What follows belongs to an exercise in optimizing a design on an open flow for small area, a short achievable clock period and few clock cycles; a production flow would make more cautious choices.
In this exercise RTL edits were held to simulation tests only and were not proved equivalent to the original.

File: flow/design.v
module Multiplier20(A, B, M) ; 
input signed [19:0] A, B ;
output signed [39:0] M ;
assign M = A * B ;
endmodule 
module CONV_TMR(
    clk, accumulate,
    _idata, kernel, bias, 
    cdata_wr0
) ;
input clk, accumulate ;
input signed [19:0] _idata, kernel, bias ;
output signed [19:0] cdata_wr0 ;
wire signed [19:0] _cdata_wr0 ;
wire signed [39:0] __cdata_wr0, M ;
reg signed [39:0] convolution ;
assign __cdata_wr0 = convolution + {bias[19], bias[19], bias[19], bias[19], bias, 16'b0} ;
assign _cdata_wr0 = __cdata_wr0[35:16] + {19'b0, __cdata_wr0[15]} ;
assign cdata_wr0 = (_cdata_wr0[19]) ? 0 : _cdata_wr0 ;          
Multiplier20 M0(.A(_idata), .B(kernel), .M(M)) ;
always @(posedge clk) begin                  
	if (accumulate)
		convolution <= convolution + M ;
	else 
		convolution <= 0 ;
end
endmodule 
module Voter20(
    A, B, C, V,
    error
) ;
input [19:0] A, B, C ;
output reg [1:0] error ;
output reg [19:0] V ;
wire [19:0] V0, V1, V2 ;
assign E0 = (A==B) ;
assign E1 = (A==C) ; 
assign E2 = (B==C) ;
always @(*) begin
    if (!E0 & E2) begin           
        V <= B ;
        error <= 1 ;
    end
    else if (!E0 & E1) begin      
        V <= A ;
        error <= 2 ;
    end
    else if (E0 & !E1) begin      
        V <= A ;
        error <= 3 ;
    end
    else begin                    
        V <= A ;
        error <= 0 ;    
    end 
end
endmodule 
module Layer0(
	reset, clk, ready, busy, 
	idata, 
	cwr0,  ZCR_complete, Finish0,
	iaddr,
	cdata_wr0, caddr_wr0
) ;  
input reset, clk, ready, busy ; 
input signed [19:0] idata ; 
output cwr0, Finish0 ; 
output reg ZCR_complete ;
output reg signed [11:0] caddr_wr0 ;
output signed [11:0] iaddr ; 
output signed [19:0] cdata_wr0 ; 	     
wire en_9sdc ;
wire [1:0] error ;
wire signed [19:0] kernel, _idata, bias ; 
wire signed [19:0] cdata_wrA, cdata_wrB, cdata_wrC ;
reg signed [7:0] X_coord, Y_coord  ;	     
reg signed [7:0] X_add, Y_add ;             
reg [2:0] cs, ns ;
reg [3:0] _9sdc ; 
reg signed [11:0] correction ;                      
reg signed [19:0] kernel0, kernel1 ;
reg [39:0] convolution ;
assign _ZCR_complete = !X_coord[7] & X_coord[6] & Y_coord[7] ;  
always @(posedge clk) begin
	ZCR_complete <= _ZCR_complete ;
end
always @ (posedge clk or posedge reset) 
	if (reset) 
		cs <= 0 ; 
	else 
		cs <= ns ; 
always @ (*)  begin 
	case (cs)
		3'd0 : ns <= {1'b0, 1'b0, ready} ; 
		3'd1 : ns <= {1'b0, _9sdc[3], !(_9sdc[3] & !_ZCR_complete)} ;           
		3'd2 : ns <= 3'd1 ; 
		3'd3 : ns <= 3'd4 ;
		3'd4 : ns <= {2'b10, _9sdc[3]} ; 
		3'd5 : ns <= {1'b1, ZCR_complete, 1'b0} ; 
		default : ns <= 0 ; 
	endcase 
end 
always @ (posedge clk)
	if (en_9sdc) 
		_9sdc <= _9sdc + 1 ; 
	else
		_9sdc <= 0 ; 
assign cwr0 = (cs==3'd2) | (cs==3'd3) | (cs==3'd5) ; 
assign iaddr_en = (cs==3'd2) | (cs==3'd3) | (cs==3'd5) ; 
assign coord_en = (cs==3'd1) |(cs==3'd2) | (cs==3'd4) | (cs==3'd5) ;
assign en_9sdc = (cs==3'd1) | (cs==3'd4) ;
assign accumulate = (cs==3'd1) | (cs==3'd4) ;
assign Finish0 = (cs==3'd6) ;
always @(*) begin
	case (_9sdc)
		4'd0 :  begin
			X_add <= 1 ; Y_add <= 0 ; 
		end
		4'd1 : begin
			X_add <= 1 ; Y_add <= 0 ;
		end
		4'd2 : begin
			X_add <= -2 ; Y_add <= -1 ;
		end 
		4'd3 : begin
			X_add <= 1 ; Y_add <= 0 ;
		end
		4'd4 : begin
			X_add <= 1 ; Y_add <= 0 ;
		end
		4'd5 : begin
			X_add <= -2 ; Y_add <= -1 ;
		end
		4'd6 : begin
			X_add <= 1 ; Y_add <= 0 ;
		end
		4'd7 : begin
			X_add <= 1 ; Y_add <= 0 ;
		end
		4'd8 : begin
			X_add <= (X_coord==64) ? -65 : -1 ; 
			Y_add <= (X_coord==64) ? ((Y_coord==-1) ? 65 : 1) : 2 ;
		end
		default: begin
			X_add <= 0 ; 
			Y_add <= 0 ;
		end
	endcase
end
always @(posedge clk or posedge reset) begin            
	if(reset) begin
		X_coord <= -1 ;
		Y_coord <= 64 ;
	end
	else if(coord_en) begin
		X_coord <= X_coord + X_add ;
		Y_coord <= Y_coord + Y_add ;
	end
	else begin
		X_coord <= X_coord ;
		Y_coord <= Y_coord ;
	end
end
assign iaddr = caddr_wr0 + correction ;
always @(*) begin
	case (_9sdc)
		4'd0 : correction <= -65 ;
		4'd1 : correction <= -64 ;
		4'd2 : correction <= -63 ;
		4'd3 : correction <= -1 ;
		4'd4 : correction <= 0 ; 
		4'd5 : correction <= 1 ;
		4'd6 : correction <= 63 ;
		4'd7 : correction <= 64 ;
		4'd8 : correction <= 65 ;
		default: correction <= 0 ;
	endcase
end
always @(posedge clk or posedge reset) begin        
 	if (reset) begin
		caddr_wr0 <= 0 ;
 	end
	else if(iaddr_en)
		caddr_wr0 <= caddr_wr0 + 1 ;
	else 
		caddr_wr0 <= caddr_wr0 ;
end
assign idata_sel = (X_coord[6] | X_coord[7]) | (Y_coord[6] | Y_coord[7]) ;       
assign _idata = (idata_sel) ? 0 : idata ;          
assign kernel = (cs[2]) ? kernel1 : kernel0 ;
assign bias = (cs[2]) ? 20'hF7295 : 20'h01310 ;
always @(*) begin                             
	case(_9sdc)
	 	4'd0 : kernel0 <= 20'h0A89E ;
		4'd1 : kernel0 <= 20'h092D5 ;
		4'd2 : kernel0 <= 20'h06D43 ;
		4'd3 : kernel0 <= 20'h01004 ;
		4'd4 : kernel0 <= 20'hF8F71 ;
		4'd5 : kernel0 <= 20'hF6E54 ;
		4'd6 : kernel0 <= 20'hFA6D7 ;
		4'd7 : kernel0 <= 20'hFC834 ;
		4'd8 : kernel0 <= 20'hFAC19 ; 
		default : kernel0 <= 0 ;
	endcase
end
always @(*) begin                             
	case(_9sdc)
	 	4'd0 : kernel1 <= 20'hFDB55 ;
		4'd1 : kernel1 <= 20'h02992 ;
		4'd2 : kernel1 <= 20'hFC994 ;
		4'd3 : kernel1 <= 20'h050FD ;
		4'd4 : kernel1 <= 20'h02F20 ;
		4'd5 : kernel1 <= 20'h0202D ;
		4'd6 : kernel1 <= 20'h03BD7 ;
		4'd7 : kernel1 <= 20'hFD369 ;
		4'd8 : kernel1 <= 20'h05E68 ; 
		default : kernel1 <= 0 ;
	endcase
end
CONV_TMR T0 (
	clk, accumulate, 
    _idata, kernel, bias, 
    cdata_wrA
) ;
CONV_TMR T1 (
	clk, accumulate, 
    _idata, kernel, bias, 
    cdata_wrB
) ;
CONV_TMR T2 (
	clk, accumulate, 
    _idata, kernel, bias, 
    cdata_wrC
) ;
Voter20 V0(
	cdata_wrA, cdata_wrB, cdata_wrC, cdata_wr0,
    error
) ;
endmodule 
module Layer1(clk, reset, finish, crd, cwr, csel, caddr_rd, cdata_rd, caddr_wr, cdata_wr, Finish);
input clk, reset, finish;
input [19:0] cdata_rd;
output reg crd, cwr;
output reg [2:0]  csel;
output reg [11:0] caddr_rd, caddr_wr;
output reg [19:0] cdata_wr;
output Finish;
reg [11:0] addr;
reg [2:0] cs, ns;
reg [2:0] countS1;
reg [5:0] countS2;
reg count_ker, enS1, enS2;
wire switch, count_en;
parameter S0=3'b000, S1=3'b001, S2=3'b010, S3=3'b011, S4=3'b100;
always @ (posedge clk or posedge reset)
	if (reset)
		countS1 <= 3'd0;
	else if(countS1==4 || cs ==4)
		countS1 <= 3'd0;
	else if(enS1&&ns==1)	
		countS1 <= countS1 + 3'd1;
	else
		countS1 <= countS1;
always @ (*)
	case(countS1)
	3'b000: addr <= 1;
	3'b001: addr <= 63;
	3'b010: addr <= 1;
	3'b011: addr <= -63;
	default: addr <= 0;
	endcase
always @ (posedge clk or posedge reset)
	if (reset)
		countS2 <= 6'd0;
	else if (cs==4)
		countS2 <= 6'd0;
	else if(enS2)	
		countS2 <= countS2 + 6'd1;
	else
		countS2 <= countS2;
always @ (posedge clk or posedge reset)
	if(reset)
		caddr_rd <= -1;
	else if(count_en)
		caddr_rd <= (countS2==63) ? (caddr_rd + 1) : (caddr_rd + addr);
	else
		caddr_rd <= caddr_rd;
always @ (posedge clk or posedge reset) 
	if(reset) 
		cs <= S0 ;
	else 
		cs <= ns ;
always @ (*)
	case(cs)
		S0:begin
			csel <= 3'b000;
			crd <= 1'b0;
			cwr <= 1'b0;
			enS1 <= 1'b0;
			enS2 <= 1'b0;
			end
		S1:begin
			csel <= (~count_ker) ? 3'b010 : 3'b001;
			crd <= 1'b1;
			cwr <= 1'b0;
			enS1 <= 1'b1;
			enS2 <= 1'b0;
			end
		S2:begin
			csel <= (~count_ker) ? 3'b100 : 3'b011;
			crd <= 1'b0;
			cwr <= 1'b1;
			enS1 <= 1'b1;
			enS2 <= 1'b1;
			end
		S3:begin
			csel <= 3'b000;
			crd <= 1'b0;
			cwr <= 1'b0;
			enS1 <= 1'b1;
			enS2 <= 1'b1;
			end
		S4:begin
			csel <= 3'b000;
			crd <= 1'b0;
			cwr <= 1'b0;
			enS1 <= 1'b0;
			enS2 <= 1'b0;
			end
		default:begin
			csel <= 3'b000;
			enS1 <= 1'b1;
			enS2 <= 1'b0;
			crd <= 1'b0;
			cwr <= 1'b0;
			end
	endcase
always @ (posedge clk or posedge reset)
	if(reset)
		cdata_wr <= 20'd0;
	else if (cs ==3 || cs ==4)
		cdata_wr <= 20'd0;
	else if (enS1 || enS2)
		cdata_wr <= (cdata_rd > cdata_wr) ? cdata_rd : cdata_wr;
	else 
		cdata_wr <= 20'd0;
always @ (*) 
	if (reset) 
		ns <= S0 ;
	else begin
		case (cs) 
			S0: ns <= (finish) ? S1 : S0;
			S1: ns <= (countS1==3) ? S2 : S1;
			S2: ns <= (switch) ? S4 : S3;
			S3: ns <= S1;
			S4: ns <= (count_ker) ? S0 : S1;
			default: ns <= S0;
		endcase 
	end 
always @ (posedge clk or posedge reset)
	if(reset)
		caddr_wr <= 12'd0;
	else if(switch && ns==4)
		caddr_wr <= 12'd0;
	else if(cwr)
		caddr_wr <= caddr_wr + 1;
	else
		caddr_wr <= caddr_wr;
always @ (posedge clk or posedge reset)
	if(reset)
		count_ker <= 1;
	else if(switch && cs==3)
		count_ker <= count_ker + 1;
	else
		count_ker <= count_ker;
assign count_en = (ns==1) ? 1'b1 : 1'b0;
assign switch = &(caddr_wr[9:0]);
assign Finish = (cs==S4) && (ns==S0);
endmodule
module Layer2(clk, reset, Finish1, 
    crd2, cwr2, csel2, 
    caddr_rd2, cdata_rd, 
    caddr_wr2, cdata_wr2, 
    Finish2
);
input clk, reset, Finish1 ; 
input [19:0] cdata_rd ;
output Finish2, crd2, cwr2 ;
output reg [2:0] csel2 ;
output reg [11:0] caddr_wr2, caddr_rd2 ;
output reg [19:0] cdata_wr2 ;
reg [2:0] cs, ns ;
always @(posedge clk or posedge reset) begin
    if(reset)
        cs <= 0 ;
    else 
        cs <= ns ;
end
always @(*) begin
    case (cs)
        3'd0 : ns <= {2'b0, Finish1} ;
        3'd1 : ns <= 3'd2 ;
        3'd2 : ns <= 3'd3 ;
        3'd3 : ns <= 3'd4 ;
        3'd4 : ns <= {&caddr_wr2[10:0], 2'b01} ; 
        default : ns <= 0 ;
    endcase
end 
assign crd2 = (cs==1) | (cs==3) ;
assign cwr2 = (cs==2) | (cs==4) ;
assign caddr_wr2_en = (cs==2) | (cs==4) ;
assign Finish2 = (cs==5) ;
always @(*) begin
    case (cs)
        3'd1 : csel2 <= 3 ;
        3'd2 : csel2 <= 5 ;
        3'd3 : csel2 <= 4 ;
        3'd4 : csel2 <= 5 ;
        default : csel2 <= 0 ;
    endcase
end
always @(posedge clk or posedge reset) begin
    if(reset)
        caddr_rd2 <= 0 ;
    else if (cs==3)
        caddr_rd2 <= caddr_rd2 + 1 ;
    else 
        caddr_rd2 <= caddr_rd2 ;
end
always @(posedge clk or posedge reset) begin
    if(reset)
        caddr_wr2 <= 0 ;
    else if (caddr_wr2_en) 
        caddr_wr2 <= caddr_wr2 + 1 ;
    else 
        caddr_wr2 <= caddr_wr2 ;
end
always @(posedge clk or posedge reset) begin
    if(reset)
        cdata_wr2 <= 0 ;
    else 
        cdata_wr2 <= cdata_rd ;
end
endmodule
module MCC(
    clk, reset, ready,
    ZCR_complete, Finish1, Finish2,               
    busy, 
    csel, csel1, csel2, 
    cwr0, cwr1, cwr2,                      
    caddr_wr0, caddr_wr1, caddr_wr2,
    cdata_wr0, cdata_wr1, cdata_wr2,
    crd1, crd2,                            
    caddr_rd1, caddr_rd2,
    cwr, crd,                              
    caddr_wr, caddr_rd,
    cdata_wr
) ;
input clk, reset, ready ;
input ZCR_complete, Finish1, Finish2 ;               
input [2:0] csel1, csel2 ;
output reg busy ;
output cwr, crd ;
output reg [2:0] csel ;
output reg [11:0] caddr_wr, caddr_rd ;
output reg [19:0] cdata_wr ; 
input cwr0, cwr1, cwr2 ;
input [11:0] caddr_wr0, caddr_wr1, caddr_wr2 ;
input [19:0] cdata_wr0, cdata_wr1, cdata_wr2 ;
input [11:0] caddr_rd1, caddr_rd2 ;
input crd1, crd2 ;
reg [2:0] cs, ns ;
always @(posedge clk or posedge reset) begin
    if(reset)
        cs <= 0 ;
    else 
        cs <= ns ;
end 
always @(*) begin
    case(cs)
        3'd0 : ns <= {2'b0, ready} ;
        3'd1 : ns <= {1'b0, ZCR_complete, !ZCR_complete} ;      
        3'd2 : ns <= {2'b01, ZCR_complete} ;                    
        3'd3 : ns <= {Finish1, !Finish1, !Finish1} ;            
        3'd4 : ns <= {!Finish2, 2'b0} ;                         
        default : ns <= 0 ;
    endcase
end 
always @(posedge clk) begin
    if (reset)
        busy <= 0 ;
    else if (cs==0)
        busy <= ready ;
    else 
        busy <= busy ;
end
assign cwr = cwr0 | cwr1 | cwr2 ;
assign crd = crd1 | crd2 ;
always @(*) begin
    case(cs)
        3'd0 : csel <= 0 ;
        3'd1 : csel <= 3'b001 ;
        3'd2 : csel <= 3'b010 ;
        3'd3 : csel <= csel1 ;
        3'd4 : csel <= csel2 ;
        default : csel <= 0 ;
    endcase 
end
always @(*) begin
    case(csel)
        3'd1 : begin 
            caddr_wr <= caddr_wr0 ; cdata_wr <= cdata_wr0 ; caddr_rd <= caddr_rd1 ;  
        end
        3'd2 : begin
            caddr_wr <= caddr_wr0 ; cdata_wr <= cdata_wr0 ; caddr_rd <= caddr_rd1 ; 
        end 
        3'd3 : begin
            caddr_wr <= caddr_wr1 ; cdata_wr <= cdata_wr1 ; caddr_rd <= caddr_rd2 ; 
        end
        3'd4 : begin
            caddr_wr <= caddr_wr1 ; cdata_wr <= cdata_wr1 ; caddr_rd <= caddr_rd2 ; 
        end
        3'd5 : begin
            caddr_wr <= caddr_wr2 ; cdata_wr <= cdata_wr2 ; caddr_rd <= caddr_rd2 ;
        end
        default : begin
            caddr_wr <= 0 ; cdata_wr <= 0 ; caddr_rd <= 0 ; 
        end
    endcase 
end
endmodule 
module  top(
	input		clk,
	input		reset,
	output		busy,	
	input		ready,	
	output	[11:0]	iaddr,
	input	[19:0]	idata,	
	output	 	cwr,
	output	[11:0] 	caddr_wr,
	output	[19:0] 	cdata_wr,
	output	 	crd,
	output	[11:0] 	caddr_rd,
	input	[19:0] 	cdata_rd,
	output	[2:0] 	csel
	);
wire  [11:0] caddr_wr0, caddr_wr1, caddr_wr2 ;
wire [19:0] cdata_wr0, cdata_wr1, cdata_wr2 ;
wire [2:0] csel1, csel2 ;
wire [11:0] caddr_rd1, caddr_rd2 ;
Layer0 L0 (
	reset, clk, ready, busy, 
	idata, 
	cwr0,  ZCR_complete, Finish0,
	iaddr,
	cdata_wr0, caddr_wr0
) ;  
MCC M0 (
    clk, reset, ready,
    ZCR_complete, Finish1, Finish2,               
    busy, 
    csel, csel1, csel2, 
    cwr0, cwr1, cwr2,                      
    caddr_wr0, caddr_wr1, caddr_wr2,
    cdata_wr0, cdata_wr1, cdata_wr2,
    crd1, crd2,                            
    caddr_rd1, caddr_rd2,
    cwr, crd,                              
    caddr_wr, caddr_rd,
    cdata_wr
) ;
Layer1 L1 (
	clk, reset, Finish0, 
	crd1, cwr1, csel1,
	caddr_rd1, cdata_rd, caddr_wr1, cdata_wr1, 
	Finish1
) ;
Layer2 L2(clk, reset, Finish1, 
    crd2, cwr2, csel2, 
    caddr_rd2, cdata_rd, 
    caddr_wr2, cdata_wr2, 
    Finish2
);
endmodule
File: flow/run.sh
#!/bin/bash
# synth_recipe.tcl (not shown) runs the flow's synth.tcl, then flattens the netlist and writes it again
# the make line also repeats each setting of config.mk as NAME=value (left out here)
make -C /OpenROAD-flow-scripts/flow DESIGN_CONFIG=/design/flow/config.mk WORK_HOME=/design/flow/orfs CLKGATE_MAP_FILE= SYNTH_SCRIPT=/design/flow/synth_recipe.tcl finish
File: flow/config.mk
export PLATFORM = sky130hd
export DESIGN_NAME = top
export DESIGN_NICKNAME = top
export VERILOG_FILES = /design/flow/design.v
export SDC_FILE = /design/flow/constraint.sdc
export NUM_CORES = 4
export LEC_CHECK = 0
export CAP_MARGIN = 20
export CORE_MARGIN = 2
export CORE_UTILIZATION = 40
export PLACE_DENSITY = 0.6
export SLEW_MARGIN = 20
File: flow/constraint.sdc
create_clock -name core_clock -period 11.0 [get_ports {clk}]
set_input_delay 2.2000 -clock core_clock [delete_from_list [all_inputs] [get_ports {clk}]]
set_output_delay 2.2000 -clock core_clock [all_outputs]
set_load 0.01 [all_outputs]
==> flow_summary_export.csv <==
group,metric,value,unit
critical_path,crit_family,"simple AND/OR/NAND/NOR gates",
die,die_w,306.0,um
worst_hold_path,hp-class,"reg -> reg",
sta,fmax,0.09468,GHz
drt,viasPerCell,5.366,
critical_path,start_kind,"register",
logic_synthesis,synthFlopType,"dfxtp_1",
cts,cts_buffer_depth,3,
cts,htree_levels,2,
logic_synthesis,ys_seq_area_share,17.71,%
critical_path,path_class,"reg -> out",
grt,grt_pass1_wl,159600,um
critical_path,critPathArrivalTime,8.36,ns
grt,grt_use_met3,2.765,%
grt,met2_usage,33.67,%
logic_synthesis,netlist_area,36490,um^2
logic_synthesis,yosysWarnings,24,
critical_path,critPathMaxStageDelay,0.85,ns
cells_and_area,final_layout_size_suffix_gt1_share,7.274,%
critical_path,crit_start,"L0.cs[2]$_DFF_PP0_",
drt,vias,30285,
cts,cts_buffers,37,
drt,wl_per_cell,17.45,um
grt,grtUsageTotal,21.02,%
drt,drt_iter0_markers,2102,
logic_synthesis,postSynthCellCount,4281,
logic_synthesis,synth_cell_type_count,102,
grt,antenna_found_initial,3,
flow_run,max_cap_violations,0,
critical_path,cp_cell_sequence,"clkinv_1, buf_4, ha_1, nand4_1, a211oi_1, o32ai_1, xnor2_1, or3b_2, nor4_2, o22ai_1, or4b_1, o211ai_1, and3_1, nand4_1, o2111ai_1, o311ai_1, clkdlybuf4s50_1",
critical_path,crit_end,"cdata_wr[6]",
die,die_area,93660,um^2
sta,layout_worst_path_cycle_share,96.02,%
sta,min_period,10.56,ns
critical_path,r2r-start,"L0.cs[2]$_DFF_PP0_",
sta,final-max-slew-violation-count,0,
sta,rsz0062_at_grt,"no",
critical_path,r2r_end,"L0.T2.convolution[34]$_SDFF_PP0_",
sta,timing.slew.headroom,22.24,%
die,io_pins,105,
placed_design,gp_congestion,0.9465,
critical_path,rrSetupSlack,1.19,ns
logic_synthesis,syn-num-nets,5041,
drt,detail-route-antenna-nets,0,
critical_path,path_max_fanout,24,
critical_path,crit_cells,17,
die,coreArea,90150,um^2
grt,grt_pass1_vias,29938,
die,row_count,110,
sta,hold_ws,0.4725,ns
grt,use_met1,29.85,%
cts,cts_hold_buf,0,
cts,cts_resized,0,
cells_and_area,antennaDiodeCount,0,
die,initial_core_util,40.48,%
logic_synthesis,ys_ff_latch,287,
worst_hold_path,hold_start,"L1.countS2[5]$_DFFE_PP0P_",
sta,skew,0.02543,ns
cells_and_area,area_growth,12.25,%
drt,drc_errors,0,
drt,dr.pass1.iters,8,
sta,setup_viol,0,
die,die_h,306.0,um
grt,grt_overflow_total,0,
critical_path,slowest_stage,"dfrtp_2",
placed_design,port_buffers,104,
logic_synthesis,synth_edf_count,0,
cts,cts_tree,"yes",
sta,hold_viol,0,
cells_and_area,fin_area,40960,um^2
placed_design,place_area,39730,um^2
cells_and_area,fill_cells,8773,
cells_and_area,nNetsFinal,5199,
critical_path,cp.required,8.80,ns
cts,numClockSinks,287,
sta,worst_slew_pin_slew,1.159,ns
placed_design,dpl.hpwl,80620,um
run_status,outcome,"complete, no violations",
cts,cts_root_buf,"clkbuf_16",
critical_path,endpoint_kind,"output port",
critical_path,ff2ff_path_depth,34,
critical_path,crit_path_frequent_cell,"nand4_1",
logic_synthesis,synthArstFlopShare,48.08,%
drt,routed_wl,98480,um
critical_path,critPathBufInv,3,
grt,grt_start_max_net_pins,77,
logic_synthesis,syn_area_per_cell,8.524,um^2
grt,top_usage_layer,"met2",
cts,clkSlewWorstSetupHoldPaths,0.06,ns
cts,clkLatencyLatePin,0.56,ns
cts,post_cts_buffers,0,
flip-flops by register name, indices dropped and copies added, names as in the netlist, 14 cells and up:
register,cells
L1.cdata_wr,20
L0.T1.convolution,36
L0.T0.convolution,36
L0.kernel1,14
L2.cdata_wr2,20
L0.kernel0,17
L0.T2.convolution,36
worst reg2reg max path, delay by kind of cell (launching register included):
family,cells,cell delay [ns]
adders and majority gates,9,4.05
AOI/OAI and AO/OA,11,2.15
and+or+nand+nor,5,0.88
DFF,1,0.85
muxes,1,0.70
buffers and inverters,6,0.69
xor gates and xnor gates,2,0.34
per-stage QoR:
stage               cells  utilization, %  TNS (ns)  worst slack, ns
finish               5644           45.44         0           0.4378
CTS                  5644           45.42         0           0.4776
global route         5644           45.44         0          0.01238
global placement     5576           44.07   -0.1069         -0.07687
detailed placement   5576           44.07  -0.09060         -0.06695
floorplan            4281               -         0           0.6187
Yosys cell counts (14+ instances only):
master	n	area share (%)
inv_1	560	5.8
nor2_1	495	5.1
fa_1	385	21
ha_1	332	11
nand2_1	326	3.4
xnor2_1	210	5.0
a21oi_1	192	2.6
dfxtp_1	149	8.2
o21ai_0	146	2.0
clkbuf_1	135	1.4
dfrtp_1	116	8.0
xor2_1	115	2.8
a21o_1	96	2.0
nand3_1	86	1.2
nand2b_1	61	1.0
nor3_1	57	0.78
and2_1	48	0.82
nor2b_1	45	0.77
and3_1	43	0.74
mux2i_1	43	1.2
nand4_1	41	0.70
a211oi_1	39	0.80
o21bai_1	38	0.78
o21a_1	31	0.64
or3_1	30	0.51
o211ai_1	24	0.49
a31oi_1	23	0.39
dfstp_2	22	1.6
a22oi_1	19	0.39
nor3b_1	19	0.39
a22o_1	18	0.43
nor4_1	17	0.29
o22ai_1	16	0.27
or2_2	16	0.27
o311ai_1	14	0.34
cells by family (layout without fill, tap and decap cells):
kind of cell | Yosys count | count (layout) | synth area share (%)
compound gates | 833 | 833 | 15.43
xor+xnor | 325 | 325 | 7.800
flops | 287 | 287 | 17.71
fa+ha+maj | 719 | 719 | 32.56
buf+inv | 715 | 902 | 7.468
simple gates | 1347 | 1347 | 17.48
mux | 55 | 55 | 1.550
placed cells by master (no fill, tap or decap), types with 17 or more instances in the layout:
master / netlist / final
a211oi_1: 39 / 38
a21o_1: 96 / 95
a21oi_1: 192 / 191
a22o_1: 18 / 18
a22oi_1: 19 / 19
a31oi_1: 23 / 23
and2_1: 48 / 48
and3_1: 43 / 43
buf_4: 1 / 167
clkbuf_16: 0 / 37
clkdlybuf4s50_1: 0 / 104
dfrtp_1: 116 / 115
dfstp_2: 22 / 22
dfxtp_1: 149 / 149
fa_1: 385 / 385
ha_1: 332 / 332
inv_1: 560 / 559
mux2i_1: 43 / 37
nand2_1: 326 / 325
nand2b_1: 61 / 61
nand3_1: 86 / 86
nand4_1: 41 / 41
nor2_1: 495 / 495
nor2b_1: 45 / 45
nor3_1: 57 / 56
nor3b_1: 19 / 19
o211ai_1: 24 / 24
o21a_1: 31 / 31
o21ai_0: 146 / 142
o21ai_1: 13 / 17
o21bai_1: 38 / 38
or3_1: 30 / 30
xnor2_1: 210 / 209
xor2_1: 115 / 115
routing by layer:
| layer | wire length [um] | share of wire, % |
|---|---|---|
| met1 | 46570 | 47 |
| met2 | 43590 | 44 |
| met3 | 5648 | 5.7 |
| met4 | 2652 | 2.7 |
| met5 | 13 | 0.013 |
worst min path at each step:
stage               slack (ns)                           end  depth (start not counted)
CTS                       0.47  L2.caddr_rd2[11]$_DFFE_PP0P_                          1
finish                    0.47     L1.countS2[5]$_DFFE_PP0P_                          1
floorplan                 0.44  L2.caddr_rd2[11]$_DFFE_PP0P_                          1
global placement          0.46  L2.caddr_rd2[11]$_DFFE_PP0P_                          1
global route              0.51   L1.caddr_rd[11]$_DFFE_PP1P_                          1
detailed placement        0.46  L2.caddr_rd2[11]$_DFFE_PP0P_                          1
area by class of cell:
| cell class | instances | area (um^2) | area share, % |
|---|---|---|---|
| clock buffer | 48 | 1027 | 2.508 |
| clock inverter | 20 | 190.2 | 0.4643 |
| inverter | 562 | 2115 | 5.162 |
| multi-input combinational | 3279 | 27380 | 66.84 |
| sequential | 287 | 6465 | 15.78 |
| tap | 1176 | 1471 | 3.592 |
| timing repair buffer | 272 | 2315 | 5.651 |
Testbench counts, summed over its fixed seeds: cycles 1,204,248.

## separate check: timing with driven ports
How much do the figures lean on ideal ports? The routed layout below was timed once more, with nothing changed but the port constraints.
Step 1: set_driving_cell puts a clkbuf_16 on clk and a buf_2 on each other input, an assumption about the parent block.
Step 2 adds t to the input delays and takes it off the output delays; t is the mean of the earliest and latest rising clock arrival at the registers after step 1. Input paths then give back, and output paths get back, about the clock's delay inside the block.
Slacks: ideal ports / drivers / drivers and shift; pairs: ideal ports / drivers.
t (ns): 0.615
slack for setup (ns): 0.438 / 0.368 / -0.057
worst setup path at the end: input to register
With both steps, setup timing fails in this run, where it was met with ideal ports. The setup slack of this run moves by -0.070 ns with the drivers and by -0.495 ns with both steps.
